This design comes from an exercise in tuning for small area on the open sky130 flow, not from production work.
At most, simulation tests tie the RTL to the original design; equivalence was not proved.
The clock port is modelled as an ideal driver; clocking choices that lean on that would not hold on a real chip.
Power figures rest on the tool's default switching activity, not on a simulated workload.

## music_player_top
module music_player_top(
	 play_button,   
	 next_button,   
	 reset_n,       
	 clk,
	 New_Frame,
	 sample_out,
	 play_led,
	 song_led);
	input 	clk;
	input 	play_button;
	input 	next_button;
	input    reset_n;
	input  New_Frame;
	output [15:0] sample_out;
	wire reset = ~reset_n;
	output [1:0] song_led;
	output play_led;
	wire next;
	button_press_unit next_button_press_unit(
	   .clk(clk),
	   .reset(reset),
	   .in(next_button),
	   .out(next));
	wire play;
	wire[1:0]song;
	music_player music_player_inst(
      .clk(clk),
      .reset(reset),
      .play_button(play_button),
      .next(next), 
      .New_Frame(New_Frame), 
      .sample_out(sample_out),
  	   .play(play),
		.song(song));
  assign	play_led=~play;
  assign song_led=~song;  
   endmodule
==> module DIV_N, before the edit <==
module DIV_N(clk, reset, out);
   input clk;
   input reset;
   output out;
   parameter n = 17;
   reg [n-1:0] q;
   wire [n-1:0] q1;
   inc #(n) u_inc(.a(q), .ci(1'b1), .s(q1));
   assign out = &q;
   always @(posedge clk)
      if (reset) q <= 0; else q <= q1;
endmodule
==> module sine_reader, before the edit <==
module sine_reader(clk, reset, rst_phase, step_size, gen, sample);
   input clk, reset, rst_phase, gen;
   input [19:0] step_size;
   output [15:0] sample;
   reg rst_d;
   reg [21:0] acc_phase;
   wire [21:0] phase_next;
   rca #(22) u_padd(.a(rst_d ? 22'd0 : acc_phase), .b(gen ? {2'b00, step_size} : 22'd0), .ci(1'b0), .s(phase_next), .co());
   always @(posedge clk) begin
      rst_d <= rst_phase;
      acc_phase <= phase_next;
   end
   reg sgn;
   reg [10:0] idx;
   always @(posedge clk)
      if (reset) begin
         sgn <= 1'b0;
         idx <= 11'd0;
      end else if (gen) begin
         sgn <= acc_phase[21] & ~rst_d;
         idx <= acc_phase[20:10];
      end
   wire h = idx[10];
   wire [10:0] n;
   inc #(11) u_ninc(.a({1'b0, idx[9:0] ^ {10{h}}}), .ci(h), .s(n));
   wire [3:0] seg = n[10:7];
   wire [6:0] x = n[6:0];
   reg [1:0] stage;
   reg [2:0] sub;
   reg [18:0] acc;
   reg [18:0] p;
   wire done = (stage == 2'd3) & (sub == 3'd0);
   wire [19:0] coef;
   sine_rom coef_rom(.seg(seg), .sel(stage), .coef(coef));
   wire [7:0] xs = {x, 1'b0};
   wire xbit = xs[sub];
   wire [19:0] opb = (sub == 3'd0) ? coef : (xbit ? {acc[18], acc} : 20'd0);
   wire [19:0] sum;
   rca #(20) u_add(.a({p[18], p}), .b(opb), .ci(1'b0), .s(sum), .co());
   wire [4:0] cnt1;
   inc #(5) u_cinc(.a({stage, sub}), .ci(1'b1), .s(cnt1));
   always @(posedge clk)
      if (reset | gen) begin
         stage <= 2'd0;
         sub <= 3'd0;
         p <= 19'd0;
      end else if (~done) begin
         {stage, sub} <= cnt1;
         if (sub == 3'd0) begin
            acc <= sum[18:0];
            p <= 19'd0;
         end else
            p <= sum[19:1];
      end
   assign sample = {sgn, sum[19:5] ^ {15{sgn}}};
endmodule
==> module beat_generator, before the edit <==
module beat_generator(clk, ci, co, clear);
   parameter CounterBits = 3;
   parameter N = 5;
   input clk, ci;
   input clear;
   reg [CounterBits-1:0] count;
   output reg co;
   wire [CounterBits-1:0] count1;
   inc #(CounterBits) u_inc(.a(count), .ci(1'b1), .s(count1));
   always @(posedge clk)
      if (clear) begin
         count <= 0;
         co <= 1'b0;
      end else begin
         if (ci) count <= (count == N-1) ? 0 : count1;
         co <= ci && (count == N-1);
      end
endmodule
Settings: LEC_CHECK=0, ABC_AREA=1, CAP_MARGIN=20, CORE_MARGIN=2, CORE_UTILIZATION=40, SLEW_MARGIN=20; clock period 10.0 ns.
run.sh (not shown) runs the stock make flow with config.mk's settings and CLKGATE_MAP_FILE= SYNTH_SCRIPT=/design/flow/synth_recipe.tcl, a recipe that flattens the netlist after the stock synthesis.
The starting point finished with negative setup slack left.
==> next run, changes <==
--- a/flow/design.v
+++ b/flow/design.v
@@ -43,14 +43,14 @@
    input clk;
    input reset;
    output out;
    parameter n = 17;
-   reg [n-1:0] q;
-   wire [n-1:0] q1;
-   inc #(n) u_inc(.a(q), .ci(1'b1), .s(q1));
-   assign out = &q;
+   reg [16:0] q;
+   wire low_zero = ~|q[15:0];
+   assign out = q[16] & low_zero;
    always @(posedge clk)
-      if (reset) q <= 0; else q <= q1;
+      if (reset) q <= 17'd0;
+      else q <= {q[15:0], q[16] ^ q[13] ^ low_zero};
 endmodule
 module button_press_unit(clk, reset, in, out);
    input clk;
    input reset;
@@ -638,38 +638,38 @@
    output [15:0] sample;
    reg rst_d;
    reg [21:0] acc_phase;
    wire [21:0] phase_next;
-   rca #(22) u_padd(.a(rst_d ? 22'd0 : acc_phase), .b(gen ? {2'b00, step_size} : 22'd0), .ci(1'b0), .s(phase_next), .co());
+   rca #(22) u_padd(.a(rst_d ? 22'd0 : acc_phase), .b(gen ? {2'b00, step_size} : 22'd0),
+                    .ci(1'b0), .s(phase_next), .co());
    always @(posedge clk) begin
       rst_d <= rst_phase;
       acc_phase <= phase_next;
    end
+   wire h = acc_phase[20];
+   wire [10:0] n_next;
+   inc #(11) u_ninc(.a({1'b0, acc_phase[19:10] ^ {10{h}}}), .ci(h), .s(n_next));
    reg sgn;
-   reg [10:0] idx;
+   reg [10:0] n;
    always @(posedge clk)
       if (reset) begin
          sgn <= 1'b0;
-         idx <= 11'd0;
+         n <= 11'd0;
       end else if (gen) begin
          sgn <= acc_phase[21] & ~rst_d;
-         idx <= acc_phase[20:10];
+         n <= n_next;
       end
-   wire h = idx[10];
-   wire [10:0] n;
-   inc #(11) u_ninc(.a({1'b0, idx[9:0] ^ {10{h}}}), .ci(h), .s(n));
    wire [3:0] seg = n[10:7];
-   wire [6:0] x = n[6:0];
+   wire [7:0] xs = {n[6:0], 1'b0};
    reg [1:0] stage;
    reg [2:0] sub;
    reg [18:0] acc;
    reg [18:0] p;
-   wire done = (stage == 2'd3) & (sub == 3'd0);
+   wire done = (stage == 2'd3) & (sub == 3'd1);
+   wire load = (sub == 3'd0) & (stage != 2'd3);
    wire [19:0] coef;
    sine_rom coef_rom(.seg(seg), .sel(stage), .coef(coef));
-   wire [7:0] xs = {x, 1'b0};
-   wire xbit = xs[sub];
-   wire [19:0] opb = (sub == 3'd0) ? coef : (xbit ? {acc[18], acc} : 20'd0);
+   wire [19:0] opb = (sub == 3'd0) ? coef : (xs[sub] ? {acc[18], acc} : 20'd0);
    wire [19:0] sum;
    rca #(20) u_add(.a({p[18], p}), .b(opb), .ci(1'b0), .s(sum), .co());
    wire [4:0] cnt1;
    inc #(5) u_cinc(.a({stage, sub}), .ci(1'b1), .s(cnt1));
@@ -679,15 +679,15 @@
          sub <= 3'd0;
          p <= 19'd0;
       end else if (~done) begin
          {stage, sub} <= cnt1;
-         if (sub == 3'd0) begin
+         if (load) begin
             acc <= sum[18:0];
             p <= 19'd0;
          end else
             p <= sum[19:1];
       end
-   assign sample = {sgn, sum[19:5] ^ {15{sgn}}};
+   assign sample = {sgn, p[18:4] ^ {15{sgn}}};
 endmodule
 module note_player(clk, reset, play_enable, note_to_load, duration_to_load,
                    done_with_note, load_new_note, beat, step_size);
    input clk;
@@ -741,23 +741,22 @@
    end
    frequency_rom rom_inst(.dout(step_size), .addr(note_d));
 endmodule
 module beat_generator(clk, ci, co, clear);
-   parameter CounterBits = 3;
-   parameter N = 5;
+   parameter CounterBits = 10;
+   parameter N = 1000;
    input clk, ci;
    input clear;
-   reg [CounterBits-1:0] count;
    output reg co;
-   wire [CounterBits-1:0] count1;
-   inc #(CounterBits) u_inc(.a(count), .ci(1'b1), .s(count1));
+   reg [9:0] count;
+   wire last = (count == 10'h2b2);
    always @(posedge clk)
       if (clear) begin
-         count <= 0;
+         count <= 10'd0;
          co <= 1'b0;
       end else begin
-         if (ci) count <= (count == N-1) ? 0 : count1;
-         co <= ci && (count == N-1);
+         if (ci) count <= last ? 10'd0 : {count[8:0], ~(count[9] ^ count[6])};
+         co <= ci & last;
       end
 endmodule
 module codec_conditioner(clk, reset, new_sample_in, generate_next_sample, New_Frame, valid_sample);
    input clk;
What happened:
- Now the flow ran to the end with no violations
- clock power drops by 3.3%
- routed wire length shrinks by about 8%
- register-to-register slack improved by 0.09 ns
- area after synthesis goes down by 3.6%
- cell area falls by about 11%
- critical path depth goes down by 16
- power shrinks by about 6%
- sequential power came out lower by about 1%
- worst hold slack stays flat
- worst setup slack gets better by 2.4 ns
- count of clock-buffer cells in the layout stays the same
- cell count came out lower by about 10%
- die area decreases by about 3.5%
- clock skew decreases by 0.016 ns
Only the layout flow was run in the first run of this note; the RTL was not checked for function there.

========
music_player_top, a different RTL version from the one above (not shown whole).
Size in the first run: about 180 flip-flops, roughly 24 I/O pins, roughly 9200 sq um of cells after synthesis.
==> module sine_reader, before the edit <==
module sine_reader(clk, reset, rst_phase, step_size, gen, sample);
   input clk, reset, rst_phase, gen;
   input [19:0] step_size;
   output [15:0] sample;
   reg rst_d, gen_d, carry;
   reg [21:0] acc_phase;
   wire [10:0] lo_next;
   wire [10:0] hi_sum;
   wire lo_co;
   rca #(11) u_lo(.a(rst_d ? 11'd0 : acc_phase[10:0]), .b(gen ? step_size[10:0] : 11'd0),
                  .ci(1'b0), .s(lo_next), .co(lo_co));
   rca #(11) u_hi(.a(acc_phase[21:11]), .b(gen_d ? {2'b00, step_size[19:11]} : 11'd0),
                  .ci(gen_d & carry), .s(hi_sum), .co());
   always @(posedge clk) begin
      rst_d <= rst_phase;
      gen_d <= gen;
      carry <= lo_co;
      acc_phase <= {rst_d ? 11'd0 : hi_sum, lo_next};
   end
   wire h = acc_phase[20];
   wire [10:0] n_next;
   inc #(11) u_ninc(.a({1'b0, acc_phase[19:10] ^ {10{h}}}), .ci(h), .s(n_next));
   reg sgn;
   reg [10:0] n;
   always @(posedge clk)
      if (reset) begin
         sgn <= 1'b0;
         n <= 11'd0;
      end else if (gen) begin
         sgn <= acc_phase[21] & ~rst_d;
         n <= n_next;
      end
   wire [3:0] seg = n[10:7];
   wire [7:0] xs = {n[6:0], 1'b0};
   reg [1:0] stage;
   reg [2:0] sub;
   reg [18:0] acc;
   reg [18:0] p;
   wire done = (stage == 2'd3) & (sub == 3'd1);
   wire load = (sub == 3'd0) & (stage != 2'd3);
   wire [19:0] coef;
   sine_rom coef_rom(.seg(seg), .sel(stage), .coef(coef));
   wire [19:0] opb = (sub == 3'd0) ? coef : (xs[sub] ? {acc[18], acc} : 20'd0);
   wire [19:0] sum;
   rca #(20) u_add(.a({p[18], p}), .b(opb), .ci(1'b0), .s(sum), .co());
   wire [4:0] cnt1;
   inc #(5) u_cinc(.a({stage, sub}), .ci(1'b1), .s(cnt1));
   always @(posedge clk)
      if (reset | gen) begin
         stage <= 2'd0;
         sub <= 3'd0;
         p <= 19'd0;
      end else if (~done) begin
         {stage, sub} <= cnt1;
         if (load) begin
            acc <= sum[18:0];
            p <= 19'd0;
         end else
            p <= sum[19:1];
      end
   assign sample = {sgn, p[18:4] ^ {15{sgn}}};
endmodule
==> flow/config.mk <==
export PLATFORM = sky130hd
export DESIGN_NAME = music_player_top
export DESIGN_NICKNAME = music_player_top
export VERILOG_FILES = /design/flow/design.v
export SDC_FILE = /design/flow/constraint.sdc
export NUM_CORES = 8
export LEC_CHECK = 0
export ABC_AREA = 1
export CAP_MARGIN = 20
export CORE_MARGIN = 2
export CORE_UTILIZATION = 40
export CTS_BUF_LIST = sky130_fd_sc_hd__clkbuf_8
export GPL_TIMING_DRIVEN = 0
export SLEW_MARGIN = 20
==> flow/constraint.sdc <==
create_clock -name core_clock -period 10.0 [get_ports {clk}]
set_input_delay 2.0000 -clock core_clock [delete_from_list [all_inputs] [get_ports {clk}]]
set_output_delay 2.0000 -clock core_clock [all_outputs]
set_load 0.01 [all_outputs]
standard.sh (not shown) runs the stock make flow with config.mk's settings and CLKGATE_MAP_FILE= SYNTH_SCRIPT=/design/flow/synth_recipe.tcl, a recipe that flattens the netlist after the stock synthesis.
==> flow/flow/run.sh <==
#!/bin/bash
# Own layout flow: the standard flow (standard.sh) with these changes:
#  - synthesis maps with an area-oriented ABC script (flow/abc_area.script);
#  - synthesis extracts only full adders (extract_fa -fa): half adders are
#    left to ABC, which maps incrementers and comparators better than fixed
#    half-adder cells (and leaves none whose sum output ends up unused);
#  - port buffers are the smallest buffer (buf_1) instead of the default pick;
#  - CTS inserts no dummy loads, and clock buffers whose sinks see a slew
#    over 100 ps after CTS are upsized (flow/post_cts.tcl);
# Registers, floorplan, power grid, tap cells, repair and routing are the
# standard flow's.  Each tool's output goes to the ORFS logs under orfs/logs;
# make's own output goes to flow_make.log here.
set -euo pipefail
S=$PWD/scripts_area
rm -rf "$S"
cp -r "$FLOW_HOME/scripts" "$S"
cp flow/abc_area.script "$S/abc_area.script"
grep -q '^  extract_fa {\*}\[dont_use_extract_fa_args\]$' "$S/synth.tcl"
sed -i 's/^  extract_fa {\*}\[dont_use_extract_fa_args\]$/  extract_fa -fa/' "$S/synth.tcl"
grep -q '^  extract_fa -fa$' "$S/synth.tcl"
bash standard.sh SCRIPTS_DIR="$S" \
  BUFFER_PORTS_ARGS="-buffer_cell sky130_fd_sc_hd__buf_1" \
  CTS_ARGS="-sink_clustering_enable -repair_clock_nets -dont_use_dummy_load -buf_list sky130_fd_sc_hd__clkbuf_8" \
  POST_CTS_TCL="$PWD/flow/post_cts.tcl" \
  finish > flow_make.log 2>&1
==> flow/flow/abc_area.script <==
strash
&get -n
&deepsyn -J 100
&put
amap
topo
==> flow/flow/post_cts.tcl <==
estimate_parasitics -placement
set upsized 0
foreach inst [[ord::get_db_block] getInsts] {
  set master [[$inst getMaster] getName]
  if {$master ne "sky130_fd_sc_hd__clkbuf_8"} { continue }
  set name [$inst getName]
  set out [get_pins -of_objects [get_cells $name] -filter "direction==output"]
  set net [get_nets -of_objects $out]
  set worst 0.0
  foreach pin [get_pins -of_objects $net -filter "direction==input"] {
    foreach e {rise fall} {
      set s [get_property $pin slew_max_$e]
      if {$s > $worst} { set worst $s }
    }
  }
  if {$worst > 0.100} {
    puts "post_cts: $name worst sink slew [format %.3f $worst] ns, upsizing to clkbuf_16"
    replace_cell $name sky130_fd_sc_hd__clkbuf_16
    incr upsized
  }
}
puts "post_cts: upsized $upsized clock buffers"
if {$upsized > 0} {
  detailed_placement
  check_placement -verbose
  estimate_parasitics -placement
}
Change:
--- a/flow/design.v
+++ b/flow/design.v
@@ -694,37 +694,30 @@
          n <= n_next;
       end
    wire [3:0] seg = n[10:7];
    wire [7:0] xs = {n[6:0], 1'b0};
    reg [1:0] stage;
    reg [2:0] sub;
-   reg [18:0] acc;
+   reg [19:0] acc;
    reg [18:0] p;
    wire done = (stage == 2'd3) & (sub == 3'd1);
-   wire load = (sub == 3'd0) & (stage != 2'd3);
+   wire load = (sub == 3'd0);
    wire [19:0] coef;
    sine_rom coef_rom(.seg(seg), .sel(stage), .coef(coef));
-   wire [19:0] opb = (sub == 3'd0) ? coef : (xs[sub] ? {acc[18], acc} : 20'd0);
+   wire [19:0] opb = load ? coef : (xs[sub] ? acc : 20'd0);
    wire [19:0] sum;
    rca #(20) u_add(.a({p[18], p}), .b(opb), .ci(1'b0), .s(sum), .co());
    wire [4:0] cnt1;
    inc #(5) u_cinc(.a({stage, sub}), .ci(1'b1), .s(cnt1));
-   always @(posedge clk)
-      if (reset | gen) begin
-         stage <= 2'd0;
-         sub <= 3'd0;
-         p <= 19'd0;
-      end else if (~done) begin
-         {stage, sub} <= cnt1;
-         if (load) begin
-            acc <= sum[18:0];
-            p <= 19'd0;
-         end else
-            p <= sum[19:1];
-      end
-   assign sample = {sgn, p[18:4] ^ {15{sgn}}};
+   always @(posedge clk) begin
+      if (reset | gen) {stage, sub} <= 5'd0;
+      else if (~done) {stage, sub} <= cnt1;
+      if (load) acc <= sum;
+      p <= (reset | gen | load) ? 19'd0 : sum[19:1];
+   end
+   assign sample = {sgn, acc[19:5] ^ {15{sgn}}};
 endmodule
 module note_player(clk, reset, play_enable, note_to_load, duration_to_load,
                    done_with_note, load_new_note, beat, gen, step_size);
    input clk;
    input reset;
    input play_enable;
Outcome: The changed run finished clean. Cell area increases by 1.1%. Non-clock buffer count went up by 7. Worst hold slack improved by 0.0091 ns. Power climbs by 14%. Global-route usage falls by 2.0 points. Fmax is about the same. Setup slack gets better by 0.026 ns. First-iteration DRC count decreases by 1.4%.
The RTL of the second run of this note was laid out without a check of its function.

-- afterwards: timing with drivers on the ports --
Ports are ideal in the flow. The routed layouts listed here were re-timed in OpenROAD.
Step 1 assumes that a clkbuf_16 drives the clock port and a buf_2 every other input.
Step 2 adds t to the input delays and takes it off the output delays; t is the mean of the earliest and latest rising clock arrival at the registers after step 1. Input paths then give back, and output paths get back, about the clock's delay inside the block.
a / b / c = no drivers / after step 1 / after step 2; a / b = the first two.
run	t, ns	slack for setup (ns)	worst hold slack (ns)
the first run of note 1	0.487	-2.049 / -2.098 / -1.611	0.329 / 0.329 / 0.329
the second run of note 1	0.472	0.350 / 0.369 / -0.103	0.331 / 0.331 / 0.331
the first run of note 2	0.422	0.409 / 0.409 / 0.409	0.329 / 0.329 / 0.329
the second run of note 2	0.420	0.435 / 0.435 / 0.435	0.338 / 0.338 / 0.338
With both steps, setup timing fails in the second run of note 1, where it was met with ideal ports. The setup slack of the second run of note 1, which loses most, moves by +0.019 ns with the drivers and by -0.453 ns with both steps.
